Source: an optimization exercise on an open RTL-to-GDS flow (aim: small area, a short achievable clock period and few clock cycles per item). Production flows keep margins and buffers that such runs may drop. No run shown here included a check of the RTL's function; only the layout flow was run. Power and IR drop assume default switching activity.

## flow/design.v (module list and top-level ports; edited modules follow where they fit)
// module wallace_multi: 1632 lines
// module mfa: 4 lines
// module mha: 4 lines
// module mbs: 3 lines
module wallace_multi (
    input clk,
    input rst,
    input [15:0] a,
    input [15:0] b,
    output reg [31:0] p,
    output reg done
);
  // ...
==> flow/flow/run.sh <==
#!/bin/bash
set -euo pipefail
export BUFFER_PORTS_ARGS="-buffer_cell sky130_fd_sc_hd__buf_2"
bash standard.sh finish > orfs_make.log 2>&1
==> flow/standard.sh <==
#!/bin/bash
# synth_recipe.tcl (not shown) runs the flow's synth.tcl, then flattens the netlist and writes it again
# the make line also repeats each setting of config.mk as NAME=value (left out here)
make -C /OpenROAD-flow-scripts/flow DESIGN_CONFIG=/design/flow/config.mk WORK_HOME=/design/flow/orfs CLKGATE_MAP_FILE= SYNTH_SCRIPT=/design/flow/synth_recipe.tcl "${@:-finish}"
==> flow/config.mk <==
export PLATFORM = sky130hd
export DESIGN_NAME = wallace_multi
export DESIGN_NICKNAME = wallace_multi
export VERILOG_FILES = /design/flow/design.v
export SDC_FILE = /design/flow/constraint.sdc
export NUM_CORES = 4
export LEC_CHECK = 0
export CAP_MARGIN = 20
export CORE_MARGIN = 2
export CORE_UTILIZATION = 40
export SETUP_SLACK_MARGIN = 1.2
export SLEW_MARGIN = 20
export SYNTH_HIERARCHICAL = 1
==> flow/constraint.sdc <==
create_clock -name core_clock -period 4.0 [get_ports {clk}]
set_input_delay 0.8000 -clock core_clock [delete_from_list [all_inputs] [get_ports {clk}]]
set_output_delay 0.8000 -clock core_clock [all_outputs]
set_load 0.01 [all_outputs]
==> flow_summary_export.csv, run 1 <==
group,metric,value,unit
run_status,outcome,"complete, no violations",
routing,routed_wl,23300,µm
cells_and_area,clk_share,4.67,%
cells_and_area,nonClkBufAreaFrac,6.28,%
routing,wl_met2,10700,µm
clock_network,numClockSinks,175,
timing,hold_ws,149,ps
min_path,holdCritPathClass,"primary input to asynchronous set/reset pin",
critical_path,crit_fanout,15,
routing,wl_per_cell,18.0,µm
cells_and_area,regMostFlops,"v",
grt,grt_remaining_overflow,0,
yosys,synth_top_cells_by_count,"dfxtp_1 (172), xnor2_1 (149), a22oi_2 (120)",
critical_path,critPathCapture,"r601$_DFF_P_",
clock_network,ctsResizeCount,25,
cells_and_area,final_cell_mix,"xnor2_1 (149), dfxtp_1 (136), a22oi_2 (120)",
grt,antenna_found_initial,0,
pwr,power_leader,"combinational cells",
yosys,ys_types,41,
pwr,switching_power,0.00406,W
clock_network,numCtsBuffers,17,
timing,finalSetupViolations,0,
cells_and_area,final_common_cell,"xnor2_1",
critical_path,critical_path_cell_count,6,
floorplan,initial_utilization,40.9,%
cells_and_area,finish.instance_area,0.0124,mm²
place,dp_hpwl,16900,µm
yosys,synth.most_common_cell,"dfxtp_1",
floorplan,die_h,167,µm
critical_path,cp-start-kind,"flip-flop",
grt,grt_usage,17.7,%
cells_and_area,seq-cell-share,29.0,%
pwr,vdd_drop_max,0.373,mV
yosys,synth_compound_area_share,18.8,%
cells_and_area,final_core_util,47.3,%
yosys,syn-num-nets,1035,
pwr,combPwrFrac,54.2,%
yosys,synthFlopType,"dfxtp_1",
yosys,synth_top_area_share,32.2,%
==> module mbs, before the edit <==
module mbs (input one, input a1, input two, input a0, input neg, output x);
    assign x = ((one & a1) | (two & a0)) ^ neg;
endmodule
==> run 2, diff against run 1 <==
==> flow/design.v (replaced) <==
module wallace_multi (
    input clk,
    input rst,
    input [15:0] a,
    input [15:0] b,
    output reg [31:0] p,
    output reg done
);
    wire c225;
    wire c227;
    wire c229;
    wire c231;
    wire c233;
    wire c238;
    wire c240;
    wire c242;
    wire c246;
    wire c248;
    wire c250;
    wire c254;
    wire c256;
    wire c258;
    wire c260;
    wire c264;
    wire c266;
    wire c268;
    wire c273;
    wire c276;
    wire c278;
    wire c280;
    wire c282;
    wire c287;
    wire c289;
    wire c291;
    wire c293;
    wire c295;
    wire c300;
    wire c302;
    wire c304;
    wire c306;
    wire c308;
    wire c310;
    wire c315;
    wire c317;
    wire c319;
    wire c321;
    wire c323;
    wire c328;
    wire c332;
    wire c334;
    wire c336;
    wire c338;
    wire c340;
    wire c342;
    wire c347;
    wire c350;
    wire c352;
    wire c354;
    wire c356;
    wire c358;
    wire c360;
    wire c365;
    wire c368;
    wire c370;
    wire c372;
    wire c374;
    wire c376;
    wire c378;
    wire c383;
    wire c387;
    wire c389;
    wire c391;
    wire c393;
    wire c395;
    wire c397;
    wire c399;
    wire c404;
    wire c406;
    wire c408;
    wire c410;
    wire c412;
    wire c414;
    wire c416;
    wire c421;
    wire c424;
    wire c426;
    wire c428;
    wire c430;
    wire c432;
    wire c434;
    wire c439;
    wire c442;
    wire c444;
    wire c446;
    wire c448;
    wire c450;
    wire c455;
    wire c458;
    wire c460;
    wire c462;
    wire c464;
    wire c466;
    wire c471;
    wire c474;
    wire c476;
    wire c478;
    wire c480;
    wire c485;
    wire c488;
    wire c490;
    wire c492;
    wire c494;
    wire c499;
    wire c502;
    wire c504;
    wire c506;
    wire c508;
    wire c512;
    wire c514;
    wire c516;
    wire c518;
    wire c523;
    wire c525;
    wire c527;
    wire c532;
    wire c534;
    wire c536;
    wire c541;
    wire c543;
    wire c545;
    wire c547;
    wire c549;
    wire c551;
    wire c553;
    wire n1;
    wire n2;
    wire n3;
    wire n4;
    wire n5;
    wire n6;
    wire n7;
    wire n8;
    wire n9;
    wire n10;
    wire n11;
    wire n12;
    wire n13;
    wire n14;
    wire n15;
    wire n19;
    wire n22;
    wire n24;
    wire n26;
    wire n28;
    wire n30;
    wire n32;
    wire n34;
    wire n36;
    wire n38;
    wire n40;
    wire n42;
    wire n44;
    wire n46;
    wire n48;
    wire n50;
    wire n51;
    wire n52;
    wire n55;
    wire n57;
    wire n58;
    wire n59;
    wire n60;
    wire n61;
    wire n62;
    wire n63;
    wire n64;
    wire n65;
    wire n66;
    wire n67;
    wire n68;
    wire n69;
    wire n70;
    wire n71;
    wire n72;
    wire n73;
    wire n76;
    wire n78;
    wire n79;
    wire n80;
    wire n81;
    wire n82;
    wire n83;
    wire n84;
    wire n85;
    wire n86;
    wire n87;
    wire n88;
    wire n89;
    wire n90;
    wire n91;
    wire n92;
    wire n93;
    wire n94;
    wire n97;
    wire n99;
    wire n100;
    wire n101;
    wire n102;
    wire n103;
    wire n104;
    wire n105;
    wire n106;
    wire n107;
    wire n108;
    wire n109;
    wire n110;
    wire n111;
    wire n112;
    wire n113;
    wire n114;
    wire n115;
    wire n118;
    wire n120;
    wire n121;
    wire n122;
    wire n123;
    wire n124;
    wire n125;
    wire n126;
    wire n127;
    wire n128;
    wire n129;
    wire n130;
    wire n131;
    wire n132;
    wire n133;
    wire n134;
    wire n135;
    wire n136;
    wire n139;
    wire n141;
    wire n142;
    wire n143;
    wire n144;
    wire n145;
    wire n146;
    wire n147;
    wire n148;
    wire n149;
    wire n150;
    wire n151;
    wire n152;
    wire n153;
    wire n154;
    wire n155;
    wire n156;
    wire n157;
    wire n160;
    wire n162;
    wire n163;
    wire n164;
    wire n165;
    wire n166;
    wire n167;
    wire n168;
    wire n169;
    wire n170;
    wire n171;
    wire n172;
    wire n173;
    wire n174;
    wire n175;
    wire n176;
    wire n177;
    wire n178;
    wire n181;
    wire n183;
    wire n184;
    wire n185;
    wire n186;
    wire n187;
    wire n188;
    wire n189;
    wire n190;
    wire n191;
    wire n192;
    wire n193;
    wire n194;
    wire n195;
    wire n196;
    wire n197;
    wire n198;
    wire n199;
    wire n200;
    wire n201;
    wire n202;
    wire n203;
    wire n204;
    wire n205;
    wire n206;
    wire n207;
    wire n208;
    wire n209;
    wire n210;
    wire n211;
    wire n212;
    wire n213;
    wire n214;
    wire n215;
    wire n216;
    wire n217;
    wire n218;
    wire n219;
    wire n220;
    wire n221;
    wire n222;
    wire n223;
    wire n554;
    wire n555;
    wire n556;
    wire n557;
    wire n558;
    wire n559;
    wire n560;
    wire n561;
    wire n562;
    wire n563;
    wire n564;
    wire n565;
    wire n566;
    wire n567;
    wire n568;
    wire n569;
    wire n570;
    wire n571;
    wire n572;
    wire n573;
    wire n574;
    wire n575;
    wire n576;
    wire n577;
    wire n578;
    wire n579;
    wire n580;
    wire n581;
    wire n582;
    wire n583;
    wire n584;
    wire n585;
    wire n586;
    wire n587;
    wire n588;
    wire n589;
    wire n590;
    wire n591;
    wire n592;
    wire n593;
    wire n594;
    wire n595;
    wire n596;
    wire n597;
    wire n598;
    wire n599;
    wire n600;
    wire n601;
    wire n603;
    wire n604;
    wire n607;
    wire n608;
    wire n611;
    wire n612;
    wire n613;
    wire n614;
    wire n615;
    wire n616;
    wire n617;
    wire n618;
    wire n620;
    wire n622;
    wire n623;
    wire n624;
    wire n625;
    wire n626;
    wire n627;
    wire n628;
    wire n629;
    wire n632;
    wire n636;
    wire n638;
    wire n639;
    wire n642;
    wire n643;
    wire n644;
    wire n645;
    wire n646;
    wire n647;
    wire n648;
    wire n649;
    wire n650;
    wire n651;
    wire n652;
    wire n655;
    wire n656;
    wire n657;
    wire n658;
    wire n662;
    wire n664;
    wire n665;
    wire n666;
    wire n667;
    wire n668;
    wire n669;
    wire n670;
    wire n671;
    wire n672;
    wire n674;
    wire n676;
    wire n678;
    wire n679;
    wire n681;
    wire n682;
    wire n684;
    wire n685;
    wire n686;
    wire n687;
    wire n688;
    wire n689;
    wire n690;
    wire n691;
    wire n692;
    wire n693;
    wire n694;
    wire n695;
    wire n696;
    wire n697;
    wire n698;
    wire n699;
    wire n700;
    wire n701;
    wire n702;
    wire n703;
    wire n704;
    wire n705;
    wire n709;
    wire n711;
    wire n712;
    wire n713;
    wire n714;
    wire n715;
    wire n716;
    wire n717;
    wire n720;
    wire n721;
    wire n724;
    wire n725;
    wire n728;
    wire n729;
    wire n732;
    wire n733;
    wire n737;
    wire n739;
    wire n742;
    wire n743;
    wire n746;
    wire n747;
    wire n750;
    wire n751;
    wire n752;
    wire n753;
    wire n754;
    wire n755;
    wire n756;
    wire n757;
    wire n759;
    wire n761;
    wire n762;
    wire n763;
    wire n764;
    wire n765;
    wire n766;
    wire n767;
    wire n768;
    wire n769;
    wire n772;
    wire n773;
    wire n776;
    wire n777;
    wire n780;
    wire n781;
    wire n782;
    wire n783;
    wire n784;
    wire n785;
    wire n786;
    wire n787;
    wire n788;
    wire n789;
    wire n790;
    wire n791;
    wire n792;
    wire n793;
    wire n794;
    wire n795;
    wire n796;
    wire n797;
    wire n798;
    wire n799;
    wire n800;
    wire n801;
    wire n802;
    wire n803;
    wire n804;
    wire n805;
    wire n806;
    wire n807;
    wire n808;
    wire n809;
    wire n810;
    wire n811;
    wire n812;
    wire n813;
    wire n814;
    wire n815;
    wire n816;
    wire n817;
    wire n818;
    wire n819;
    wire n820;
    wire n821;
    wire n822;
    wire n823;
    wire n824;
    wire n825;
    wire n828;
    wire n829;
    wire n830;
    wire n831;
    wire n832;
    wire n833;
    wire n836;
    wire n839;
    wire n842;
    wire n843;
    wire n845;
    wire n846;
    wire n847;
    wire n848;
    wire n849;
    wire n850;
    wire n851;
    wire n852;
    wire n854;
    wire n856;
    wire n858;
    wire n859;
    wire n861;
    wire n863;
    wire n865;
    wire n866;
    wire n868;
    wire n870;
    wire n872;
    reg r16;
    reg r17;
    reg r18;
    reg r20;
    reg r21;
    reg r23;
    reg r25;
    reg r27;
    reg r29;
    reg r31;
    reg r33;
    reg r35;
    reg r37;
    reg r39;
    reg r41;
    reg r43;
    reg r45;
    reg r47;
    reg r49;
    reg r53;
    reg r54;
    reg r56;
    reg r74;
    reg r75;
    reg r77;
    reg r95;
    reg r96;
    reg r98;
    reg r116;
    reg r117;
    reg r119;
    reg r137;
    reg r138;
    reg r140;
    reg r158;
    reg r159;
    reg r161;
    reg r179;
    reg r180;
    reg r182;
    reg r234;
    reg r235;
    reg r236;
    reg r243;
    reg r244;
    reg r251;
    reg r252;
    reg r261;
    reg r262;
    reg r269;
    reg r270;
    reg r271;
    reg r274;
    reg r283;
    reg r284;
    reg r285;
    reg r296;
    reg r297;
    reg r298;
    reg r311;
    reg r312;
    reg r313;
    reg r324;
    reg r325;
    reg r326;
    reg r329;
    reg r330;
    reg r343;
    reg r344;
    reg r345;
    reg r348;
    reg r361;
    reg r362;
    reg r363;
    reg r366;
    reg r379;
    reg r380;
    reg r381;
    reg r384;
    reg r385;
    reg r400;
    reg r401;
    reg r402;
    reg r417;
    reg r418;
    reg r419;
    reg r422;
    reg r435;
    reg r436;
    reg r437;
    reg r440;
    reg r451;
    reg r452;
    reg r453;
    reg r456;
    reg r467;
    reg r468;
    reg r469;
    reg r472;
    reg r481;
    reg r482;
    reg r483;
    reg r486;
    reg r495;
    reg r496;
    reg r497;
    reg r500;
    reg r509;
    reg r510;
    reg r519;
    reg r520;
    reg r521;
    reg r528;
    reg r529;
    reg r530;
    reg r537;
    reg r538;
    reg r539;
    reg r602;
    reg r605;
    reg r606;
    reg r609;
    reg r610;
    reg r619;
    reg r621;
    reg r630;
    reg r631;
    reg r633;
    reg r634;
    reg r635;
    reg r637;
    reg r640;
    reg r641;
    reg r653;
    reg r654;
    reg r659;
    reg r660;
    reg r661;
    reg r663;
    reg r673;
    reg r675;
    reg r677;
    reg r680;
    reg r683;
    reg r706;
    reg r707;
    reg r708;
    reg r710;
    reg r718;
    reg r719;
    reg r722;
    reg r723;
    reg r726;
    reg r727;
    reg r730;
    reg r731;
    reg r734;
    reg r735;
    reg r736;
    reg r738;
    reg r740;
    reg r741;
    reg r744;
    reg r745;
    reg r748;
    reg r749;
    reg r758;
    reg r760;
    reg r770;
    reg r771;
    reg r774;
    reg r775;
    reg r778;
    reg r779;
    reg r826;
    reg r827;
    reg r834;
    reg r835;
    reg r837;
    reg r838;
    reg r840;
    reg r841;
    reg r844;
    reg r853;
    reg r855;
    reg r857;
    reg r860;
    reg r862;
    reg r864;
    reg r867;
    reg r869;
    reg r871;
    reg r873;
    reg r874;
    reg r875;
    reg r876;
    reg r877;
    reg r878;
    reg r879;
    reg r880;
    reg r881;
    reg r882;
    reg r883;
    reg r884;
    wire s224;
    wire s226;
    wire s228;
    wire s230;
    wire s232;
    wire s237;
    wire s239;
    wire s241;
    wire s245;
    wire s247;
    wire s249;
    wire s253;
    wire s255;
    wire s257;
    wire s259;
    wire s263;
    wire s265;
    wire s267;
    wire s272;
    wire s275;
    wire s277;
    wire s279;
    wire s281;
    wire s286;
    wire s288;
    wire s290;
    wire s292;
    wire s294;
    wire s299;
    wire s301;
    wire s303;
    wire s305;
    wire s307;
    wire s309;
    wire s314;
    wire s316;
    wire s318;
    wire s320;
    wire s322;
    wire s327;
    wire s331;
    wire s333;
    wire s335;
    wire s337;
    wire s339;
    wire s341;
    wire s346;
    wire s349;
    wire s351;
    wire s353;
    wire s355;
    wire s357;
    wire s359;
    wire s364;
    wire s367;
    wire s369;
    wire s371;
    wire s373;
    wire s375;
    wire s377;
    wire s382;
    wire s386;
    wire s388;
    wire s390;
    wire s392;
    wire s394;
    wire s396;
    wire s398;
    wire s403;
    wire s405;
    wire s407;
    wire s409;
    wire s411;
    wire s413;
    wire s415;
    wire s420;
    wire s423;
    wire s425;
    wire s427;
    wire s429;
    wire s431;
    wire s433;
    wire s438;
    wire s441;
    wire s443;
    wire s445;
    wire s447;
    wire s449;
    wire s454;
    wire s457;
    wire s459;
    wire s461;
    wire s463;
    wire s465;
    wire s470;
    wire s473;
    wire s475;
    wire s477;
    wire s479;
    wire s484;
    wire s487;
    wire s489;
    wire s491;
    wire s493;
    wire s498;
    wire s501;
    wire s503;
    wire s505;
    wire s507;
    wire s511;
    wire s513;
    wire s515;
    wire s517;
    wire s522;
    wire s524;
    wire s526;
    wire s531;
    wire s533;
    wire s535;
    wire s540;
    wire s542;
    wire s544;
    wire s546;
    wire s548;
    wire s550;
    wire s552;
    assign n1 = b[1] & ~b[0];
    assign n2 = b[2] ^ b[1];
    assign n3 = (b[3] & ~b[2] & ~b[1]) | (~b[3] & b[2] & b[1]);
    assign n4 = b[4] ^ b[3];
    assign n5 = (b[5] & ~b[4] & ~b[3]) | (~b[5] & b[4] & b[3]);
    assign n6 = b[6] ^ b[5];
    assign n7 = (b[7] & ~b[6] & ~b[5]) | (~b[7] & b[6] & b[5]);
    assign n8 = b[8] ^ b[7];
    assign n9 = (b[9] & ~b[8] & ~b[7]) | (~b[9] & b[8] & b[7]);
    assign n10 = b[10] ^ b[9];
    assign n11 = (b[11] & ~b[10] & ~b[9]) | (~b[11] & b[10] & b[9]);
    assign n12 = b[12] ^ b[11];
    assign n13 = (b[13] & ~b[12] & ~b[11]) | (~b[13] & b[12] & b[11]);
    assign n14 = b[14] ^ b[13];
    assign n15 = (b[15] & ~b[14] & ~b[13]) | (~b[15] & b[14] & b[13]);
    always @(posedge clk) begin
        r16 <= b[0];
        r17 <= a[0];
        r18 <= b[1];
        r20 <= a[1];
        r21 <= n1;
        r23 <= a[2];
        r25 <= a[3];
        r27 <= a[4];
        r29 <= a[5];
        r31 <= a[6];
        r33 <= a[7];
        r35 <= a[8];
        r37 <= a[9];
        r39 <= a[10];
        r41 <= a[11];
        r43 <= a[12];
        r45 <= a[13];
        r47 <= a[14];
        r49 <= a[15];
        r53 <= n2;
        r54 <= b[3];
        r56 <= n3;
        r74 <= n4;
        r75 <= b[5];
        r77 <= n5;
        r95 <= n6;
        r96 <= b[7];
        r98 <= n7;
        r116 <= n8;
        r117 <= b[9];
        r119 <= n9;
        r137 <= n10;
        r138 <= b[11];
        r140 <= n11;
        r158 <= n12;
        r159 <= b[13];
        r161 <= n13;
        r179 <= n14;
        r180 <= b[15];
        r182 <= n15;
    end
    assign n19 = (r16 & r17) ^ r18;
    mbs un22 (.one(r16), .a1(r20), .two(r21), .a0(r17), .neg(r18), .x(n22));
    mbs un24 (.one(r16), .a1(r23), .two(r21), .a0(r20), .neg(r18), .x(n24));
    mbs un26 (.one(r16), .a1(r25), .two(r21), .a0(r23), .neg(r18), .x(n26));
    mbs un28 (.one(r16), .a1(r27), .two(r21), .a0(r25), .neg(r18), .x(n28));
    mbs un30 (.one(r16), .a1(r29), .two(r21), .a0(r27), .neg(r18), .x(n30));
    mbs un32 (.one(r16), .a1(r31), .two(r21), .a0(r29), .neg(r18), .x(n32));
    mbs un34 (.one(r16), .a1(r33), .two(r21), .a0(r31), .neg(r18), .x(n34));
    mbs un36 (.one(r16), .a1(r35), .two(r21), .a0(r33), .neg(r18), .x(n36));
    mbs un38 (.one(r16), .a1(r37), .two(r21), .a0(r35), .neg(r18), .x(n38));
    mbs un40 (.one(r16), .a1(r39), .two(r21), .a0(r37), .neg(r18), .x(n40));
    mbs un42 (.one(r16), .a1(r41), .two(r21), .a0(r39), .neg(r18), .x(n42));
    mbs un44 (.one(r16), .a1(r43), .two(r21), .a0(r41), .neg(r18), .x(n44));
    mbs un46 (.one(r16), .a1(r45), .two(r21), .a0(r43), .neg(r18), .x(n46));
    mbs un48 (.one(r16), .a1(r47), .two(r21), .a0(r45), .neg(r18), .x(n48));
    mbs un50 (.one(r16), .a1(r49), .two(r21), .a0(r47), .neg(r18), .x(n50));
    assign n51 = (r21 & r49) ^ r18;
    assign n52 = ~r18;
    assign n55 = (r53 & r17) ^ r54;
    mbs un57 (.one(r53), .a1(r20), .two(r56), .a0(r17), .neg(r54), .x(n57));
    mbs un58 (.one(r53), .a1(r23), .two(r56), .a0(r20), .neg(r54), .x(n58));
    mbs un59 (.one(r53), .a1(r25), .two(r56), .a0(r23), .neg(r54), .x(n59));
    mbs un60 (.one(r53), .a1(r27), .two(r56), .a0(r25), .neg(r54), .x(n60));
    mbs un61 (.one(r53), .a1(r29), .two(r56), .a0(r27), .neg(r54), .x(n61));
    mbs un62 (.one(r53), .a1(r31), .two(r56), .a0(r29), .neg(r54), .x(n62));
    mbs un63 (.one(r53), .a1(r33), .two(r56), .a0(r31), .neg(r54), .x(n63));
    mbs un64 (.one(r53), .a1(r35), .two(r56), .a0(r33), .neg(r54), .x(n64));
    mbs un65 (.one(r53), .a1(r37), .two(r56), .a0(r35), .neg(r54), .x(n65));
    mbs un66 (.one(r53), .a1(r39), .two(r56), .a0(r37), .neg(r54), .x(n66));
    mbs un67 (.one(r53), .a1(r41), .two(r56), .a0(r39), .neg(r54), .x(n67));
    mbs un68 (.one(r53), .a1(r43), .two(r56), .a0(r41), .neg(r54), .x(n68));
    mbs un69 (.one(r53), .a1(r45), .two(r56), .a0(r43), .neg(r54), .x(n69));
    mbs un70 (.one(r53), .a1(r47), .two(r56), .a0(r45), .neg(r54), .x(n70));
    mbs un71 (.one(r53), .a1(r49), .two(r56), .a0(r47), .neg(r54), .x(n71));
    assign n72 = (r56 & r49) ^ r54;
    assign n73 = ~r54;
    assign n76 = (r74 & r17) ^ r75;
    mbs un78 (.one(r74), .a1(r20), .two(r77), .a0(r17), .neg(r75), .x(n78));
    mbs un79 (.one(r74), .a1(r23), .two(r77), .a0(r20), .neg(r75), .x(n79));
    mbs un80 (.one(r74), .a1(r25), .two(r77), .a0(r23), .neg(r75), .x(n80));
    mbs un81 (.one(r74), .a1(r27), .two(r77), .a0(r25), .neg(r75), .x(n81));
    mbs un82 (.one(r74), .a1(r29), .two(r77), .a0(r27), .neg(r75), .x(n82));
    mbs un83 (.one(r74), .a1(r31), .two(r77), .a0(r29), .neg(r75), .x(n83));
    mbs un84 (.one(r74), .a1(r33), .two(r77), .a0(r31), .neg(r75), .x(n84));
    mbs un85 (.one(r74), .a1(r35), .two(r77), .a0(r33), .neg(r75), .x(n85));
    mbs un86 (.one(r74), .a1(r37), .two(r77), .a0(r35), .neg(r75), .x(n86));
    mbs un87 (.one(r74), .a1(r39), .two(r77), .a0(r37), .neg(r75), .x(n87));
    mbs un88 (.one(r74), .a1(r41), .two(r77), .a0(r39), .neg(r75), .x(n88));
    mbs un89 (.one(r74), .a1(r43), .two(r77), .a0(r41), .neg(r75), .x(n89));
    mbs un90 (.one(r74), .a1(r45), .two(r77), .a0(r43), .neg(r75), .x(n90));
    mbs un91 (.one(r74), .a1(r47), .two(r77), .a0(r45), .neg(r75), .x(n91));
    mbs un92 (.one(r74), .a1(r49), .two(r77), .a0(r47), .neg(r75), .x(n92));
    assign n93 = (r77 & r49) ^ r75;
    assign n94 = ~r75;
    assign n97 = (r95 & r17) ^ r96;
    mbs un99 (.one(r95), .a1(r20), .two(r98), .a0(r17), .neg(r96), .x(n99));
    mbs un100 (.one(r95), .a1(r23), .two(r98), .a0(r20), .neg(r96), .x(n100));
    mbs un101 (.one(r95), .a1(r25), .two(r98), .a0(r23), .neg(r96), .x(n101));
    mbs un102 (.one(r95), .a1(r27), .two(r98), .a0(r25), .neg(r96), .x(n102));
    mbs un103 (.one(r95), .a1(r29), .two(r98), .a0(r27), .neg(r96), .x(n103));
    mbs un104 (.one(r95), .a1(r31), .two(r98), .a0(r29), .neg(r96), .x(n104));
    mbs un105 (.one(r95), .a1(r33), .two(r98), .a0(r31), .neg(r96), .x(n105));
    mbs un106 (.one(r95), .a1(r35), .two(r98), .a0(r33), .neg(r96), .x(n106));
    mbs un107 (.one(r95), .a1(r37), .two(r98), .a0(r35), .neg(r96), .x(n107));
    mbs un108 (.one(r95), .a1(r39), .two(r98), .a0(r37), .neg(r96), .x(n108));
    mbs un109 (.one(r95), .a1(r41), .two(r98), .a0(r39), .neg(r96), .x(n109));
    mbs un110 (.one(r95), .a1(r43), .two(r98), .a0(r41), .neg(r96), .x(n110));
    mbs un111 (.one(r95), .a1(r45), .two(r98), .a0(r43), .neg(r96), .x(n111));
    mbs un112 (.one(r95), .a1(r47), .two(r98), .a0(r45), .neg(r96), .x(n112));
    mbs un113 (.one(r95), .a1(r49), .two(r98), .a0(r47), .neg(r96), .x(n113));
    assign n114 = (r98 & r49) ^ r96;
    assign n115 = ~r96;
    assign n118 = (r116 & r17) ^ r117;
    mbs un120 (.one(r116), .a1(r20), .two(r119), .a0(r17), .neg(r117), .x(n120));
    mbs un121 (.one(r116), .a1(r23), .two(r119), .a0(r20), .neg(r117), .x(n121));
    mbs un122 (.one(r116), .a1(r25), .two(r119), .a0(r23), .neg(r117), .x(n122));
    mbs un123 (.one(r116), .a1(r27), .two(r119), .a0(r25), .neg(r117), .x(n123));
    mbs un124 (.one(r116), .a1(r29), .two(r119), .a0(r27), .neg(r117), .x(n124));
    mbs un125 (.one(r116), .a1(r31), .two(r119), .a0(r29), .neg(r117), .x(n125));
    mbs un126 (.one(r116), .a1(r33), .two(r119), .a0(r31), .neg(r117), .x(n126));
    mbs un127 (.one(r116), .a1(r35), .two(r119), .a0(r33), .neg(r117), .x(n127));
    mbs un128 (.one(r116), .a1(r37), .two(r119), .a0(r35), .neg(r117), .x(n128));
    mbs un129 (.one(r116), .a1(r39), .two(r119), .a0(r37), .neg(r117), .x(n129));
    mbs un130 (.one(r116), .a1(r41), .two(r119), .a0(r39), .neg(r117), .x(n130));
    mbs un131 (.one(r116), .a1(r43), .two(r119), .a0(r41), .neg(r117), .x(n131));
    mbs un132 (.one(r116), .a1(r45), .two(r119), .a0(r43), .neg(r117), .x(n132));
    mbs un133 (.one(r116), .a1(r47), .two(r119), .a0(r45), .neg(r117), .x(n133));
    mbs un134 (.one(r116), .a1(r49), .two(r119), .a0(r47), .neg(r117), .x(n134));
    assign n135 = (r119 & r49) ^ r117;
    assign n136 = ~r117;
    assign n139 = (r137 & r17) ^ r138;
    mbs un141 (.one(r137), .a1(r20), .two(r140), .a0(r17), .neg(r138), .x(n141));
    mbs un142 (.one(r137), .a1(r23), .two(r140), .a0(r20), .neg(r138), .x(n142));
    mbs un143 (.one(r137), .a1(r25), .two(r140), .a0(r23), .neg(r138), .x(n143));
    mbs un144 (.one(r137), .a1(r27), .two(r140), .a0(r25), .neg(r138), .x(n144));
    mbs un145 (.one(r137), .a1(r29), .two(r140), .a0(r27), .neg(r138), .x(n145));
    mbs un146 (.one(r137), .a1(r31), .two(r140), .a0(r29), .neg(r138), .x(n146));
    mbs un147 (.one(r137), .a1(r33), .two(r140), .a0(r31), .neg(r138), .x(n147));
    mbs un148 (.one(r137), .a1(r35), .two(r140), .a0(r33), .neg(r138), .x(n148));
    mbs un149 (.one(r137), .a1(r37), .two(r140), .a0(r35), .neg(r138), .x(n149));
    mbs un150 (.one(r137), .a1(r39), .two(r140), .a0(r37), .neg(r138), .x(n150));
    mbs un151 (.one(r137), .a1(r41), .two(r140), .a0(r39), .neg(r138), .x(n151));
    mbs un152 (.one(r137), .a1(r43), .two(r140), .a0(r41), .neg(r138), .x(n152));
    mbs un153 (.one(r137), .a1(r45), .two(r140), .a0(r43), .neg(r138), .x(n153));
    mbs un154 (.one(r137), .a1(r47), .two(r140), .a0(r45), .neg(r138), .x(n154));
    mbs un155 (.one(r137), .a1(r49), .two(r140), .a0(r47), .neg(r138), .x(n155));
    assign n156 = (r140 & r49) ^ r138;
    assign n157 = ~r138;
    assign n160 = (r158 & r17) ^ r159;
    mbs un162 (.one(r158), .a1(r20), .two(r161), .a0(r17), .neg(r159), .x(n162));
    mbs un163 (.one(r158), .a1(r23), .two(r161), .a0(r20), .neg(r159), .x(n163));
    mbs un164 (.one(r158), .a1(r25), .two(r161), .a0(r23), .neg(r159), .x(n164));
    mbs un165 (.one(r158), .a1(r27), .two(r161), .a0(r25), .neg(r159), .x(n165));
    mbs un166 (.one(r158), .a1(r29), .two(r161), .a0(r27), .neg(r159), .x(n166));
    mbs un167 (.one(r158), .a1(r31), .two(r161), .a0(r29), .neg(r159), .x(n167));
    mbs un168 (.one(r158), .a1(r33), .two(r161), .a0(r31), .neg(r159), .x(n168));
    mbs un169 (.one(r158), .a1(r35), .two(r161), .a0(r33), .neg(r159), .x(n169));
    mbs un170 (.one(r158), .a1(r37), .two(r161), .a0(r35), .neg(r159), .x(n170));
    mbs un171 (.one(r158), .a1(r39), .two(r161), .a0(r37), .neg(r159), .x(n171));
    mbs un172 (.one(r158), .a1(r41), .two(r161), .a0(r39), .neg(r159), .x(n172));
    mbs un173 (.one(r158), .a1(r43), .two(r161), .a0(r41), .neg(r159), .x(n173));
    mbs un174 (.one(r158), .a1(r45), .two(r161), .a0(r43), .neg(r159), .x(n174));
    mbs un175 (.one(r158), .a1(r47), .two(r161), .a0(r45), .neg(r159), .x(n175));
    mbs un176 (.one(r158), .a1(r49), .two(r161), .a0(r47), .neg(r159), .x(n176));
    assign n177 = (r161 & r49) ^ r159;
    assign n178 = ~r159;
    assign n181 = (r179 & r17) ^ r180;
    mbs un183 (.one(r179), .a1(r20), .two(r182), .a0(r17), .neg(r180), .x(n183));
    mbs un184 (.one(r179), .a1(r23), .two(r182), .a0(r20), .neg(r180), .x(n184));
    mbs un185 (.one(r179), .a1(r25), .two(r182), .a0(r23), .neg(r180), .x(n185));
    mbs un186 (.one(r179), .a1(r27), .two(r182), .a0(r25), .neg(r180), .x(n186));
    mbs un187 (.one(r179), .a1(r29), .two(r182), .a0(r27), .neg(r180), .x(n187));
    mbs un188 (.one(r179), .a1(r31), .two(r182), .a0(r29), .neg(r180), .x(n188));
    mbs un189 (.one(r179), .a1(r33), .two(r182), .a0(r31), .neg(r180), .x(n189));
    mbs un190 (.one(r179), .a1(r35), .two(r182), .a0(r33), .neg(r180), .x(n190));
    mbs un191 (.one(r179), .a1(r37), .two(r182), .a0(r35), .neg(r180), .x(n191));
    mbs un192 (.one(r179), .a1(r39), .two(r182), .a0(r37), .neg(r180), .x(n192));
    mbs un193 (.one(r179), .a1(r41), .two(r182), .a0(r39), .neg(r180), .x(n193));
    mbs un194 (.one(r179), .a1(r43), .two(r182), .a0(r41), .neg(r180), .x(n194));
    mbs un195 (.one(r179), .a1(r45), .two(r182), .a0(r43), .neg(r180), .x(n195));
    mbs un196 (.one(r179), .a1(r47), .two(r182), .a0(r45), .neg(r180), .x(n196));
    mbs un197 (.one(r179), .a1(r49), .two(r182), .a0(r47), .neg(r180), .x(n197));
    assign n198 = (r182 & r49) ^ r180;
    assign n199 = ~r180;
    assign n200 = r180 & r17;
    assign n201 = r180 & r20;
    assign n202 = r180 & r23;
    assign n203 = r180 & r25;
    assign n204 = r180 & r27;
    assign n205 = r180 & r29;
    assign n206 = r180 & r31;
    assign n207 = r180 & r33;
    assign n208 = r180 & r35;
    assign n209 = r180 & r37;
    assign n210 = r180 & r39;
    assign n211 = r180 & r41;
    assign n212 = r180 & r43;
    assign n213 = r180 & r45;
    assign n214 = r180 & r47;
    assign n215 = r180 & r49;
    assign n216 = ~n201;
    assign n217 = ~n201;
    assign n218 = ~n204;
    assign n219 = ~n206;
    assign n220 = ~n208;
    assign n221 = ~n210;
    assign n222 = ~n212;
    assign n223 = ~n214;
    mha us224 (.a(r54), .b(n24), .s(s224), .co(c225));
    mha us226 (.a(n26), .b(n57), .s(s226), .co(c227));
    mfa us228 (.a(r75), .b(n28), .c(n58), .s(s228), .co(c229));
    mha us230 (.a(n76), .b(c227), .s(s230), .co(c231));
    mfa us232 (.a(n30), .b(n59), .c(n78), .s(s232), .co(c233));
    mfa us239 (.a(r96), .b(n32), .c(n60), .s(s239), .co(c240));
    mfa us241 (.a(n79), .b(n97), .c(c233), .s(s241), .co(c242));
    mfa us247 (.a(n34), .b(n61), .c(n80), .s(s247), .co(c248));
    mfa us249 (.a(n99), .b(c240), .c(s247), .s(s249), .co(c250));
    mfa us255 (.a(r117), .b(n36), .c(n62), .s(s255), .co(c256));
    mfa us257 (.a(n81), .b(n100), .c(n118), .s(s257), .co(c258));
    mfa us259 (.a(c248), .b(s255), .c(s257), .s(s259), .co(c260));
    mfa us265 (.a(n38), .b(n63), .c(n82), .s(s265), .co(c266));
    mfa us267 (.a(n101), .b(n120), .c(c256), .s(s267), .co(c268));
    mfa us277 (.a(r138), .b(n40), .c(n64), .s(s277), .co(c278));
    mfa us279 (.a(n83), .b(n102), .c(n121), .s(s279), .co(c280));
    mfa us281 (.a(n139), .b(c266), .c(s277), .s(s281), .co(c282));
    mfa us290 (.a(n42), .b(n65), .c(n84), .s(s290), .co(c291));
    mfa us292 (.a(n103), .b(n122), .c(n141), .s(s292), .co(c293));
    mfa us294 (.a(c278), .b(c280), .c(s290), .s(s294), .co(c295));
    mfa us303 (.a(r159), .b(n44), .c(n66), .s(s303), .co(c304));
    mfa us305 (.a(n85), .b(n104), .c(n123), .s(s305), .co(c306));
    mfa us307 (.a(n142), .b(n160), .c(c291), .s(s307), .co(c308));
    mfa us309 (.a(c293), .b(s303), .c(s305), .s(s309), .co(c310));
    mfa us318 (.a(n46), .b(n67), .c(n86), .s(s318), .co(c319));
    mfa us320 (.a(n105), .b(n124), .c(n143), .s(s320), .co(c321));
    mfa us322 (.a(n162), .b(c304), .c(c306), .s(s322), .co(c323));
    mfa us335 (.a(r180), .b(n48), .c(n68), .s(s335), .co(c336));
    mfa us337 (.a(n87), .b(n106), .c(n125), .s(s337), .co(c338));
    mfa us339 (.a(n144), .b(n163), .c(n181), .s(s339), .co(c340));
    mfa us341 (.a(c319), .b(c321), .c(s335), .s(s341), .co(c342));
    mfa us353 (.a(n50), .b(n69), .c(n88), .s(s353), .co(c354));
    mfa us355 (.a(n107), .b(n126), .c(n145), .s(s355), .co(c356));
    mfa us357 (.a(n164), .b(n183), .c(c336), .s(s357), .co(c358));
    mfa us359 (.a(c338), .b(c340), .c(s353), .s(s359), .co(c360));
    mfa us371 (.a(n200), .b(n51), .c(n70), .s(s371), .co(c372));
    mfa us373 (.a(n89), .b(n108), .c(n127), .s(s373), .co(c374));
    mfa us375 (.a(n146), .b(n165), .c(n184), .s(s375), .co(c376));
    mfa us377 (.a(c354), .b(c356), .c(s371), .s(s377), .co(c378));
    mfa us390 (.a(n52), .b(n216), .c(n71), .s(s390), .co(c391));
    mfa us392 (.a(n90), .b(n109), .c(n128), .s(s392), .co(c393));
    mfa us394 (.a(n147), .b(n166), .c(n185), .s(s394), .co(c395));
    mfa us396 (.a(c372), .b(c374), .c(c376), .s(s396), .co(c397));
    mfa us398 (.a(s390), .b(s392), .c(s394), .s(s398), .co(c399));
    mfa us407 (.a(n202), .b(n217), .c(n72), .s(s407), .co(c408));
    mfa us409 (.a(n91), .b(n110), .c(n129), .s(s409), .co(c410));
    mfa us411 (.a(n148), .b(n167), .c(n186), .s(s411), .co(c412));
    mfa us413 (.a(c391), .b(c393), .c(c395), .s(s413), .co(c414));
    mfa us415 (.a(s407), .b(s409), .c(s411), .s(s415), .co(c416));
    mfa us425 (.a(n73), .b(n203), .c(n201), .s(s425), .co(c426));
    mfa us427 (.a(s425), .b(n92), .c(n111), .s(s427), .co(c428));
    mfa us429 (.a(n130), .b(n149), .c(n168), .s(s429), .co(c430));
    mfa us431 (.a(n187), .b(c408), .c(c410), .s(s431), .co(c432));
    mfa us433 (.a(c412), .b(s427), .c(s429), .s(s433), .co(c434));
    mfa us443 (.a(n218), .b(c426), .c(n93), .s(s443), .co(c444));
    mfa us445 (.a(n112), .b(n131), .c(n150), .s(s445), .co(c446));
    mfa us447 (.a(n169), .b(n188), .c(c428), .s(s447), .co(c448));
    mfa us449 (.a(c430), .b(s443), .c(s445), .s(s449), .co(c450));
    mfa us459 (.a(n94), .b(n205), .c(n204), .s(s459), .co(c460));
    mfa us461 (.a(s459), .b(n113), .c(n132), .s(s461), .co(c462));
    mfa us463 (.a(n151), .b(n170), .c(n189), .s(s463), .co(c464));
    mfa us465 (.a(c444), .b(c446), .c(s461), .s(s465), .co(c466));
    mfa us475 (.a(n219), .b(c460), .c(n114), .s(s475), .co(c476));
    mfa us477 (.a(n133), .b(n152), .c(n171), .s(s477), .co(c478));
    mfa us479 (.a(n190), .b(c462), .c(c464), .s(s479), .co(c480));
    mfa us489 (.a(n115), .b(n207), .c(n206), .s(s489), .co(c490));
    mfa us491 (.a(s489), .b(n134), .c(n153), .s(s491), .co(c492));
    mfa us493 (.a(n172), .b(n191), .c(c476), .s(s493), .co(c494));
    mfa us503 (.a(n220), .b(c490), .c(n135), .s(s503), .co(c504));
    mfa us505 (.a(n154), .b(n173), .c(n192), .s(s505), .co(c506));
    mfa us507 (.a(c492), .b(s503), .c(s505), .s(s507), .co(c508));
    mfa us513 (.a(n136), .b(n209), .c(n208), .s(s513), .co(c514));
    mfa us515 (.a(s513), .b(n155), .c(n174), .s(s515), .co(c516));
    mfa us517 (.a(n193), .b(c504), .c(c506), .s(s517), .co(c518));
    mfa us524 (.a(n221), .b(c514), .c(n156), .s(s524), .co(c525));
    mfa us526 (.a(n175), .b(n194), .c(c516), .s(s526), .co(c527));
    mfa us533 (.a(n157), .b(n211), .c(n210), .s(s533), .co(c534));
    mfa us535 (.a(s533), .b(n176), .c(n195), .s(s535), .co(c536));
    mfa us542 (.a(n222), .b(c534), .c(n177), .s(s542), .co(c543));
    mfa us544 (.a(n196), .b(c536), .c(s542), .s(s544), .co(c545));
    mfa us546 (.a(n178), .b(n213), .c(n212), .s(s546), .co(c547));
    mfa us548 (.a(s546), .b(n197), .c(c543), .s(s548), .co(c549));
    mfa us550 (.a(n223), .b(c547), .c(n198), .s(s550), .co(c551));
    mfa us552 (.a(n199), .b(n215), .c(n214), .s(s552), .co(c553));
    assign n554 = n19 & r18;
    assign n555 = n19 ^ r18;
    assign n556 = n55 & s224;
    assign n557 = n55 ^ s224;
    assign n558 = c225 & s226;
    assign n559 = c225 ^ s226;
    assign n560 = s228 & s230;
    assign n561 = s228 ^ s230;
    assign n613 = c551 & s552;
    assign n614 = c551 ^ s552;
    assign n615 = n22 & n554;
    assign n616 = n22 & n555;
    assign n617 = n558 | (n559 & n556);
    assign n618 = n559 & n557;
    assign n657 = n556 | (n557 & n615);
    assign n658 = n557 & n616;
    assign n824 = n22 ^ n554;
    assign n825 = n557 ^ n615;
    always @(posedge clk) begin
        r234 <= c229;
        r235 <= s232;
        r236 <= c231;
        r243 <= s239;
        r244 <= s241;
        r251 <= c242;
        r252 <= s249;
        r261 <= c250;
        r262 <= s259;
        r269 <= c258;
        r270 <= s265;
        r271 <= c260;
        r274 <= s267;
        r283 <= s279;
        r284 <= c268;
        r285 <= s281;
        r296 <= s292;
        r297 <= c282;
        r298 <= s294;
        r311 <= c295;
        r312 <= s307;
        r313 <= s309;
        r324 <= s318;
        r325 <= s320;
        r326 <= c308;
        r329 <= c310;
        r330 <= s322;
        r343 <= s337;
        r344 <= s339;
        r345 <= c323;
        r348 <= s341;
        r361 <= s355;
        r362 <= c342;
        r363 <= s357;
        r366 <= s359;
        r379 <= s373;
        r380 <= s375;
        r381 <= c358;
        r384 <= c360;
        r385 <= s377;
        r400 <= c378;
        r401 <= s396;
        r402 <= s398;
        r417 <= c397;
        r418 <= c399;
        r419 <= s413;
        r422 <= s415;
        r435 <= c414;
        r436 <= c416;
        r437 <= s431;
        r440 <= s433;
        r451 <= c432;
        r452 <= c434;
        r453 <= s447;
        r456 <= s449;
        r467 <= s463;
        r468 <= c448;
        r469 <= c450;
        r472 <= s465;
        r481 <= s475;
        r482 <= s477;
        r483 <= c466;
        r486 <= s479;
        r495 <= c478;
        r496 <= s491;
        r497 <= c480;
        r500 <= s493;
        r509 <= c494;
        r510 <= s507;
        r519 <= s515;
        r520 <= c508;
        r521 <= s517;
        r528 <= s524;
        r529 <= c518;
        r530 <= s526;
        r537 <= c525;
        r538 <= s535;
        r539 <= c527;
        r602 <= s544;
        r605 <= c545;
        r606 <= s548;
        r609 <= c549;
        r610 <= s550;
        r619 <= n560;
        r621 <= n561;
        r653 <= n613;
        r654 <= n614;
        r659 <= n617;
        r660 <= n618;
        r661 <= n615;
        r663 <= n616;
        r826 <= n559;
        r827 <= n657;
        r873 <= n555;
        r875 <= n824;
        r877 <= n825;
    end
    mfa us237 (.a(r234), .b(r235), .c(r236), .s(s237), .co(c238));
    mha us245 (.a(r243), .b(r244), .s(s245), .co(c246));
    mha us253 (.a(r251), .b(r252), .s(s253), .co(c254));
    mha us263 (.a(r261), .b(r262), .s(s263), .co(c264));
    mfa us272 (.a(r269), .b(r270), .c(r271), .s(s272), .co(c273));
    mha us275 (.a(r274), .b(c264), .s(s275), .co(c276));
    mfa us286 (.a(r283), .b(r284), .c(r285), .s(s286), .co(c287));
    mfa us288 (.a(c273), .b(s286), .c(c276), .s(s288), .co(c289));
    mfa us299 (.a(r296), .b(r297), .c(r298), .s(s299), .co(c300));
    mha us301 (.a(c287), .b(s299), .s(s301), .co(c302));
    mfa us314 (.a(r311), .b(r312), .c(r313), .s(s314), .co(c315));
    mha us316 (.a(c300), .b(s314), .s(s316), .co(c317));
    mfa us327 (.a(r324), .b(r325), .c(r326), .s(s327), .co(c328));
    mfa us331 (.a(r329), .b(r330), .c(c315), .s(s331), .co(c332));
    mha us333 (.a(s327), .b(c317), .s(s333), .co(c334));
    mfa us346 (.a(r343), .b(r344), .c(r345), .s(s346), .co(c347));
    mfa us349 (.a(r348), .b(c328), .c(s346), .s(s349), .co(c350));
    mfa us351 (.a(c332), .b(s349), .c(c334), .s(s351), .co(c352));
    mfa us364 (.a(r361), .b(r362), .c(r363), .s(s364), .co(c365));
    mfa us367 (.a(r366), .b(c347), .c(s364), .s(s367), .co(c368));
    mha us369 (.a(c350), .b(s367), .s(s369), .co(c370));
    mfa us382 (.a(r379), .b(r380), .c(r381), .s(s382), .co(c383));
    mfa us386 (.a(r384), .b(r385), .c(c365), .s(s386), .co(c387));
    mfa us388 (.a(s382), .b(c368), .c(s386), .s(s388), .co(c389));
    mfa us403 (.a(r400), .b(r401), .c(r402), .s(s403), .co(c404));
    mfa us405 (.a(c383), .b(s403), .c(c387), .s(s405), .co(c406));
    mfa us420 (.a(r417), .b(r418), .c(r419), .s(s420), .co(c421));
    mfa us423 (.a(r422), .b(c404), .c(s420), .s(s423), .co(c424));
    mfa us438 (.a(r435), .b(r436), .c(r437), .s(s438), .co(c439));
    mfa us441 (.a(r440), .b(c421), .c(s438), .s(s441), .co(c442));
    mfa us454 (.a(r451), .b(r452), .c(r453), .s(s454), .co(c455));
    mfa us457 (.a(r456), .b(c439), .c(s454), .s(s457), .co(c458));
    mfa us470 (.a(r467), .b(r468), .c(r469), .s(s470), .co(c471));
    mfa us473 (.a(r472), .b(c455), .c(s470), .s(s473), .co(c474));
    mfa us484 (.a(r481), .b(r482), .c(r483), .s(s484), .co(c485));
    mfa us487 (.a(r486), .b(c471), .c(s484), .s(s487), .co(c488));
    mfa us498 (.a(r495), .b(r496), .c(r497), .s(s498), .co(c499));
    mfa us501 (.a(r500), .b(c485), .c(s498), .s(s501), .co(c502));
    mfa us511 (.a(r509), .b(r510), .c(c499), .s(s511), .co(c512));
    mfa us522 (.a(r519), .b(r520), .c(r521), .s(s522), .co(c523));
    mfa us531 (.a(r528), .b(r529), .c(r530), .s(s531), .co(c532));
    mfa us540 (.a(r537), .b(r538), .c(r539), .s(s540), .co(c541));
    assign n562 = c238 & s245;
    assign n563 = c238 ^ s245;
    assign n564 = c246 & s253;
    assign n565 = c246 ^ s253;
    assign n566 = c254 & s263;
    assign n567 = c254 ^ s263;
    assign n568 = s272 & s275;
    assign n569 = s272 ^ s275;
    assign n570 = c289 & s301;
    assign n571 = c289 ^ s301;
    assign n572 = c302 & s316;
    assign n573 = c302 ^ s316;
    assign n574 = s331 & s333;
    assign n575 = s331 ^ s333;
    assign n576 = c352 & s369;
    assign n577 = c352 ^ s369;
    assign n578 = c370 & s388;
    assign n579 = c370 ^ s388;
    assign n580 = c389 & s405;
    assign n581 = c389 ^ s405;
    assign n582 = c406 & s423;
    assign n583 = c406 ^ s423;
    assign n584 = c424 & s441;
    assign n585 = c424 ^ s441;
    assign n586 = c442 & s457;
    assign n587 = c442 ^ s457;
    assign n588 = c458 & s473;
    assign n589 = c458 ^ s473;
    assign n590 = c474 & s487;
    assign n591 = c474 ^ s487;
    assign n592 = c488 & s501;
    assign n593 = c488 ^ s501;
    assign n594 = c502 & s511;
    assign n595 = c502 ^ s511;
    assign n596 = c512 & s522;
    assign n597 = c512 ^ s522;
    assign n598 = c523 & s531;
    assign n599 = c523 ^ s531;
    assign n600 = c532 & s540;
    assign n601 = c532 ^ s540;
    assign n603 = c541 & r602;
    assign n604 = c541 ^ r602;
    assign n607 = r605 & r606;
    assign n608 = r605 ^ r606;
    assign n611 = r609 & r610;
    assign n612 = r609 ^ r610;
    assign n620 = s237 & r619;
    assign n622 = s237 & r621;
    assign n623 = n564 | (n565 & n562);
    assign n624 = n565 & n563;
    assign n625 = n568 | (n569 & n566);
    assign n626 = n569 & n567;
    assign n627 = n571 & s288;
    assign n628 = n574 | (n575 & n572);
    assign n629 = n575 & n573;
    assign n639 = n584 | (n585 & n582);
    assign n643 = n588 | (n589 & n586);
    assign n644 = n589 & n587;
    assign n645 = n592 | (n593 & n590);
    assign n646 = n593 & n591;
    assign n647 = n596 | (n597 & n594);
    assign n648 = n597 & n595;
    assign n649 = n600 | (n601 & n598);
    assign n650 = n601 & n599;
    assign n651 = n607 | (n608 & n603);
    assign n652 = n608 & n604;
    assign n655 = r653 | (r654 & n611);
    assign n656 = r654 & n612;
    assign n662 = r659 | (r660 & r661);
    assign n664 = r660 & r663;
    assign n665 = n562 | (n563 & n620);
    assign n666 = n563 & n622;
    assign n667 = n623 | (n624 & n620);
    assign n668 = n624 & n622;
    assign n669 = s288 & n625;
    assign n670 = s288 & n626;
    assign n671 = n570 | (n627 & n625);
    assign n672 = n627 & n626;
    assign n686 = n590 | (n591 & n643);
    assign n687 = n591 & n644;
    assign n688 = n645 | (n646 & n643);
    assign n689 = n646 & n644;
    assign n690 = n598 | (n599 & n647);
    assign n691 = n599 & n648;
    assign n692 = n649 | (n650 & n647);
    assign n693 = n650 & n648;
    assign n694 = n611 | (n612 & n651);
    assign n695 = n612 & n652;
    assign n696 = n655 | (n656 & n651);
    assign n697 = n656 & n652;
    assign n698 = r619 | (r621 & n662);
    assign n699 = r621 & n664;
    assign n700 = n620 | (n622 & n662);
    assign n701 = n622 & n664;
    assign n702 = n665 | (n666 & n662);
    assign n703 = n666 & n664;
    assign n704 = n667 | (n668 & n662);
    assign n705 = n668 & n664;
    assign n752 = n566 | (n567 & n704);
    assign n753 = n567 & n705;
    assign n754 = n625 | (n626 & n704);
    assign n755 = n626 & n705;
    assign n756 = n669 | (n670 & n704);
    assign n757 = n670 & n705;
    assign n828 = r826 ^ r827;
    assign n829 = r621 ^ n662;
    assign n830 = s237 ^ n698;
    assign n831 = n563 ^ n700;
    assign n832 = n565 ^ n702;
    assign n833 = n567 ^ n704;
    always @(posedge clk) begin
        r630 <= n577;
        r631 <= s351;
        r633 <= n580;
        r634 <= n581;
        r635 <= n578;
        r637 <= n579;
        r640 <= n585;
        r641 <= n583;
        r673 <= n628;
        r675 <= n629;
        r677 <= n576;
        r680 <= n582;
        r683 <= n639;
        r706 <= n572;
        r707 <= n573;
        r708 <= n671;
        r710 <= n672;
        r718 <= n586;
        r719 <= n587;
        r722 <= n643;
        r723 <= n644;
        r726 <= n686;
        r727 <= n687;
        r730 <= n688;
        r731 <= n689;
        r734 <= n603;
        r735 <= n604;
        r736 <= n692;
        r738 <= n693;
        r740 <= n651;
        r741 <= n652;
        r744 <= n694;
        r745 <= n695;
        r748 <= n696;
        r749 <= n697;
        r758 <= n704;
        r760 <= n705;
        r770 <= n594;
        r771 <= n595;
        r774 <= n647;
        r775 <= n648;
        r778 <= n690;
        r779 <= n691;
        r834 <= n569;
        r835 <= n752;
        r837 <= s288;
        r838 <= n754;
        r840 <= n571;
        r841 <= n756;
        r844 <= n575;
        r853 <= n589;
        r855 <= n591;
        r857 <= n593;
        r860 <= n597;
        r862 <= n599;
        r864 <= n601;
        r867 <= n608;
        r869 <= n612;
        r871 <= r654;
        r874 <= r873;
        r876 <= r875;
        r878 <= r877;
        r879 <= n828;
        r880 <= n829;
        r881 <= n830;
        r882 <= n831;
        r883 <= n832;
        r884 <= n833;
    end
    assign n632 = r630 & r631;
    assign n636 = r633 | (r634 & r635);
    assign n638 = r634 & r637;
    assign n642 = r640 & r641;
    assign n674 = r631 & r673;
    assign n676 = r631 & r675;
    assign n678 = r677 | (n632 & r673);
    assign n679 = n632 & r675;
    assign n681 = r680 | (r641 & n636);
    assign n682 = r641 & n638;
    assign n684 = r683 | (n642 & n636);
    assign n685 = n642 & n638;
    assign n709 = r706 | (r707 & r708);
    assign n711 = r707 & r710;
    assign n712 = r673 | (r675 & r708);
    assign n713 = r675 & r710;
    assign n714 = n674 | (n676 & r708);
    assign n715 = n676 & r710;
    assign n716 = n678 | (n679 & r708);
    assign n717 = n679 & r710;
    assign n720 = r718 | (r719 & n684);
    assign n721 = r719 & n685;
    assign n724 = r722 | (r723 & n684);
    assign n725 = r723 & n685;
    assign n728 = r726 | (r727 & n684);
    assign n729 = r727 & n685;
    assign n732 = r730 | (r731 & n684);
    assign n733 = r731 & n685;
    assign n737 = r734 | (r735 & r736);
    assign n739 = r735 & r738;
    assign n742 = r740 | (r741 & r736);
    assign n743 = r741 & r738;
    assign n746 = r744 | (r745 & r736);
    assign n747 = r745 & r738;
    assign n750 = r748 | (r749 & r736);
    assign n751 = r749 & r738;
    assign n759 = r708 | (r710 & r758);
    assign n761 = r710 & r760;
    assign n762 = n709 | (n711 & r758);
    assign n763 = n711 & r760;
    assign n764 = n712 | (n713 & r758);
    assign n765 = n713 & r760;
    assign n766 = n714 | (n715 & r758);
    assign n767 = n715 & r760;
    assign n768 = n716 | (n717 & r758);
    assign n769 = n717 & r760;
    assign n772 = r770 | (r771 & n732);
    assign n773 = r771 & n733;
    assign n776 = r774 | (r775 & n732);
    assign n777 = r775 & n733;
    assign n780 = r778 | (r779 & n732);
    assign n781 = r779 & n733;
    assign n782 = r736 | (r738 & n732);
    assign n783 = r738 & n733;
    assign n784 = n737 | (n739 & n732);
    assign n785 = n739 & n733;
    assign n786 = n742 | (n743 & n732);
    assign n787 = n743 & n733;
    assign n788 = n746 | (n747 & n732);
    assign n789 = n747 & n733;
    assign n790 = n750 | (n751 & n732);
    assign n791 = n751 & n733;
    assign n792 = r635 | (r637 & n768);
    assign n793 = r637 & n769;
    assign n794 = n636 | (n638 & n768);
    assign n795 = n638 & n769;
    assign n796 = n681 | (n682 & n768);
    assign n797 = n682 & n769;
    assign n798 = n684 | (n685 & n768);
    assign n799 = n685 & n769;
    assign n800 = n720 | (n721 & n768);
    assign n801 = n721 & n769;
    assign n802 = n724 | (n725 & n768);
    assign n803 = n725 & n769;
    assign n804 = n728 | (n729 & n768);
    assign n805 = n729 & n769;
    assign n806 = n732 | (n733 & n768);
    assign n807 = n733 & n769;
    assign n808 = n772 | (n773 & n768);
    assign n809 = n773 & n769;
    assign n810 = n776 | (n777 & n768);
    assign n811 = n777 & n769;
    assign n812 = n780 | (n781 & n768);
    assign n813 = n781 & n769;
    assign n814 = n782 | (n783 & n768);
    assign n815 = n783 & n769;
    assign n816 = n784 | (n785 & n768);
    assign n817 = n785 & n769;
    assign n818 = n786 | (n787 & n768);
    assign n819 = n787 & n769;
    assign n820 = n788 | (n789 & n768);
    assign n821 = n789 & n769;
    assign n822 = n790 | (n791 & n768);
    assign n823 = n791 & n769;
    assign n836 = r834 ^ r835;
    assign n839 = r837 ^ r838;
    assign n842 = r840 ^ r841;
    assign n843 = r707 ^ n759;
    assign n845 = r844 ^ n762;
    assign n846 = r631 ^ n764;
    assign n847 = r630 ^ n766;
    assign n848 = r637 ^ n768;
    assign n849 = r634 ^ n792;
    assign n850 = r641 ^ n794;
    assign n851 = r640 ^ n796;
    assign n852 = r719 ^ n798;
    assign n854 = r853 ^ n800;
    assign n856 = r855 ^ n802;
    assign n858 = r857 ^ n804;
    assign n859 = r771 ^ n806;
    assign n861 = r860 ^ n808;
    assign n863 = r862 ^ n810;
    assign n865 = r864 ^ n812;
    assign n866 = r735 ^ n814;
    assign n868 = r867 ^ n816;
    assign n870 = r869 ^ n818;
    assign n872 = r871 ^ n820;
    always @(posedge clk) p <= {n872, n870, n868, n866, n865, n863, n861, n859, n858, n856, n854, n852, n851, n850, n849, n848, n847, n846, n845, n843, n842, n839, n836, r884, r883, r882, r881, r880, r879, r878, r876, r874};
    reg [2:0] v;
    always @(posedge clk or negedge rst) begin
        if (!rst) begin
            v <= 3'b0;
            done <= 1'b0;
        end else begin
            v <= {v[1:0], 1'b1};
            done <= v[2];
        end
    end
endmodule
module mfa (input a, input b, input c, output s, output co);
    assign s = a ^ b ^ c;
    assign co = (a & b) | (a & c) | (b & c);
endmodule
module mha (input a, input b, output s, output co);
    assign s = a ^ b;
    assign co = a & b;
endmodule
module mbs (input one, input a1, input two, input a0, input neg, output x);
    wire m;
    ma22o u0 (.a(one), .b(a1), .c(two), .d(a0), .y(m));
    mxor u1 (.a(m), .b(neg), .y(x));
endmodule
module ma22o (input a, input b, input c, input d, output y);
    assign y = (a & b) | (c & d);
endmodule
module mxor (input a, input b, output y);
    assign y = a ^ b;
endmodule
==> flow/config.mk (replaced) <==
export PLATFORM = sky130hd
export DESIGN_NAME = wallace_multi
export DESIGN_NICKNAME = wallace_multi
export VERILOG_FILES = /design/flow/design.v
export SDC_FILE = /design/flow/constraint.sdc
export NUM_CORES = 4
export LEC_CHECK = 0
export CAP_MARGIN = 20
export CORE_MARGIN = 2
export CORE_UTILIZATION = 40
export CTS_BUF_LIST = sky130_fd_sc_hd__clkbuf_8
export CTS_CLUSTER_DIAMETER = 80
export CTS_CLUSTER_SIZE = 16
export SETUP_SLACK_MARGIN = 1.9
export SLEW_MARGIN = 20
export SYNTH_HIERARCHICAL = 1
==> run 2 against run 1 <==
Compared with the run above:
- sequential share of layout area up 9.4 points
- hold slack worse by 95 ps
- synthesized cell count grew 0.12%
- highest routed layer unchanged
==> flow_summary_export.csv, run 2 <==
group,metric,value,unit
min_path,holdCritPathClass,"primary input to asynchronous set/reset pin",
routing,drcViolationCount,0,
grt,antenna_found_initial,0,
grt,grtUsageMet3,3.06,%
routing,vias_per_cell,5.07,
routing,drt_iter0_markers,464,
pwr,p_leak,5.51,nW
yosys,ys_seq_elements,235,
cells_and_area,final_core_util,47.1,%
yosys,postSynthCellCount,842,
pwr,totalPowerFinal,0.00919,W
clock_network,clk_path_buf_depth,3,
critical_path,r2r_end,"r440$_DFF_P_",
floorplan,initial_utilization,40.8,%
critical_path,worstPathArrival,2690,ps
clock_network,cts.clk_slew.worst_paths,100,ps
clock_network,numClockSinks,235,
cells_and_area,drive_gt1_share,21.7,%
critical_path,critical_path_class,"flip-flop to flip-flop",
timing,fin_ws,1780,ps
yosys,yosys.area.top_type,"dfxtp_1",
routing,drt_pre_antenna_iters,5,
timing,finalSetupViolations,0,
grt,grtUsageMet1,24.0,%
critical_path,cp_num_buf_inv,1,
grt,grt_pass1_wl,38100,µm
timing,relSlewSlack,49.2,%
yosys,synth.most_common_cell,"dfxtp_1",
yosys,synthFlopType,"dfxtp_1",
timing,max_slew.worst_pin.slew,760,ps
place,post-place-cells,1247,
clock_network,numCtsBuffers,18,
timing,final.setup_skew,26.6,ps
flow_run,cap_violations,0,
yosys,ys_async_sr_fraction,1.70,%
routing,vias,6612,
yosys,syn-num-nets,1034,
timing,post-route-period-util,55.5,%
critical_path,crit_fanout,6,
cells_and_area,largest_reg_flops,32,
floorplan,core_area,0.0270,mm²
floorplan,die_h,170,µm
yosys,synth_area_per_cell,13.1,µm²
yosys,ys_types,33,
grt,grt_remaining_overflow,0,
cells_and_area,fillers,2462,
critical_path,crit_required,4470,ps
timing,rsz0062_at_grt,"true",
yosys,netlist_area,0.0110,mm²
clock_network,cts_tree,"done",
critical_path,worstSetupEndpointType,"flip-flop",
floorplan,io_pins,67,
critical_path,reg2reg_depth,5,
place,gp_congestion,0.846,
yosys,synth_top_cells_by_count,"dfxtp_1 (231), xor2_1 (138), a22o_1 (120)",
yosys,synth_top_area_share,42.1,%
grt,grt_pass1_vias,6863,
cells_and_area,regMostFlops,"p",
cells_and_area,reg_top3,"p (32), v (3)",
routing,wl_per_cell,18.3,µm
place,pre_cts_slack,1490,ps
grt,grt-busiest-layer,"met2",
timing,fin_tns_setup,0,ps
pwr,vdd_drop_max,0.493,mV
critical_path,critical_path.slowest_cell,"fa_2",
critical_path,crit_family,"adder cells",
timing,hold_viol,0,
timing,finalMaxSlewViolations,0,
run_status,outcome,"complete, no violations",
floorplan,fp-row-count,60,
cells_and_area,final_common_cell,"dfxtp_1",
routing,routed_wl,23900,µm
critical_path,reg2reg_from,"r180$_DFF_P_",
yosys,yosysSeqAreaShare,43.0,%
grt,grt_usage,17.0,%
critical_path,cp-start-kind,"flip-flop",
place,dp_hpwl,16100,µm
clock_network,htreeDepth,1,
timing,fin_crit,2220,ps
cells_and_area,final_cell_mix,"dfxtp_1 (185), xor2_1 (135), a22o_1 (120)",
floorplan,die_width,170,µm
timing,max_freq,0.450,GHz
critical_path,max_stage_delay,530,ps
cells_and_area,area_growth_syn_to_layout,15.4,%
place,portBuffers,66,
cells_and_area,final_cells,1305,
floorplan,die_area,0.0288,mm²
routing,antenna_left,0,
grt,use_met2,27.3,%
yosys,yosysWarnings,7,
cells_and_area,nets,1153,
clock_network,clock_latency,550,ps
yosys,synth_enable_flop_cells,0,
clock_network,ctsHoldBuffers,0,
critical_path,crit_chain,"buf_12 -> and2_4 -> fa_2 -> fa_2 -> fa_2",
critical_path,cpMostUsedCell,"fa_2",
clock_network,cts-root-buf,"clkbuf_8",
grt,grt_max_degree,20,
yosys,yosys-top-cells-area,"dfxtp_1 (42%), fa_1 (21%), xor2_1 (11%)",
pwr,power_density,725,mW/mm²
cells_and_area,diodes,0,
critical_path,ff2ff_setup_slack,1780,ps
[run 2: cell count changes after synthesis, sizes merged, moves of 5 or more]
cell,before,now
buf,32,1
a21o,12,17
xor2,20,138
dfxtp,172,231
xnor2,149,31
o21ai,15,9
o21bai,9,1
a22o,0,120
a22oi,120,0
a21oi,15,7
nand2,32,27
[run 2: how the worst max path moves through the flow]
stage | from | end | slack [ps] | cells after the start
final | r180$_DFF_P_ | r440$_DFF_P_ | 1780 | 5
after global routing | r467$_DFF_P_ | r730$_DFF_P_ | 1720 | 6
after CTS | r20$_DFF_P_ | r440$_DFF_P_ | 1800 | 5
after detailed placement | r31$_DFF_P_ | r510$_DFF_P_ | 1490 | 5
after global placement | r35$_DFF_P_ | r530$_DFF_P_ | 1500 | 5
after floorplan | r180$_DFF_P_ | r440$_DFF_P_ | 1610 | 7
[run 2: kinds of logic after synthesis]
kind of cell | synth area share, %
flops | 43.0
other cells | 0.0341
xor+xnor | 13.5
buf+inv | 1.07
compound gates | 12.7
fa+ha+maj | 26.0
simple gates | 3.79
[run 2: cell type report]
cell class / count / area (µm²) / area share [%]
Multi-Input combinational cell: 576 / 6310 / 49.8
Clock buffer: 19 / 262 / 2.06
Clock inverter: 4 / 16.3 / 0.128
Sequential cell: 235 / 4870 / 38.4
Tap cell: 341 / 427 / 3.36
Inverter: 26 / 97.6 / 0.769
Timing Repair Buffer: 104 / 696 / 5.48
[run 2: repair_timing]
item,in CTS,in global routing
setup buffers,26,9
setup endpoints to repair,76,41
pin swaps,4,16
resized for setup,63,49
[run 2: routing by layer]
metal	vias to the layer above	share of wire [%]
met5	-	0
met4	0	1.9
met3	28	6.2
met2	204	46
met1	3269	46
li1	3111	-
[run 2: stage by stage]
step	cell area, µm²	hold slack (ps)
finish	12700	54.2
global route	12700	17.8
CTS	12500	25.5
detailed placement	11800	312
global placement	11800	311
floorplan	11100	310
[run 2: Yosys stat by module, one instance, submodules excluded, excerpt]
module	area (µm²)	cells
ma22o	8.76	1
mfa	20.0	1
mha	12.5	1
mxor	8.76	1
wallace_multi	6450	476
[run 2: power by group]
group	switching (W)	internal (W)	total (W)
clock network	0.000731	0.000433	0.00116
logic	0.00203	0.00213	0.00415
registers	0.000521	0.00335	0.00387
[run 2: worst register-to-register path, stage by stage, from the launching register on]
cell	delay, ps
dfxtp_4	390
buf_12	150
and2_4	130
fa_2	520
fa_2	440
fa_2	530

[afterwards: timing with drivers on the ports]
The results above use ideal ports. As a check the final layouts listed here were re-extracted and re-timed, cells and wires unchanged.
Step 1 assumes that a clkbuf_16 drives the clock port and a buf_2 every other input.
Step 2 adds t to the input delays and takes it off the output delays; t is the mean of the earliest and latest rising clock arrival at the registers after step 1. Input paths then give back, and output paths get back, about the clock's delay inside the block.
a / b / c = no drivers / after step 1 / after step 2; a / b = the first two.
run	t (ns)	slack for setup (ns)	slew at the worst register clock pin (ns)
run 1	0.476	1.286 / 1.286 / 1.286	0.08 / 0.08
run 2	0.574	1.779 / 1.779 / 1.779	0.12 / 0.12
After both steps setup and hold are still met in every run listed.
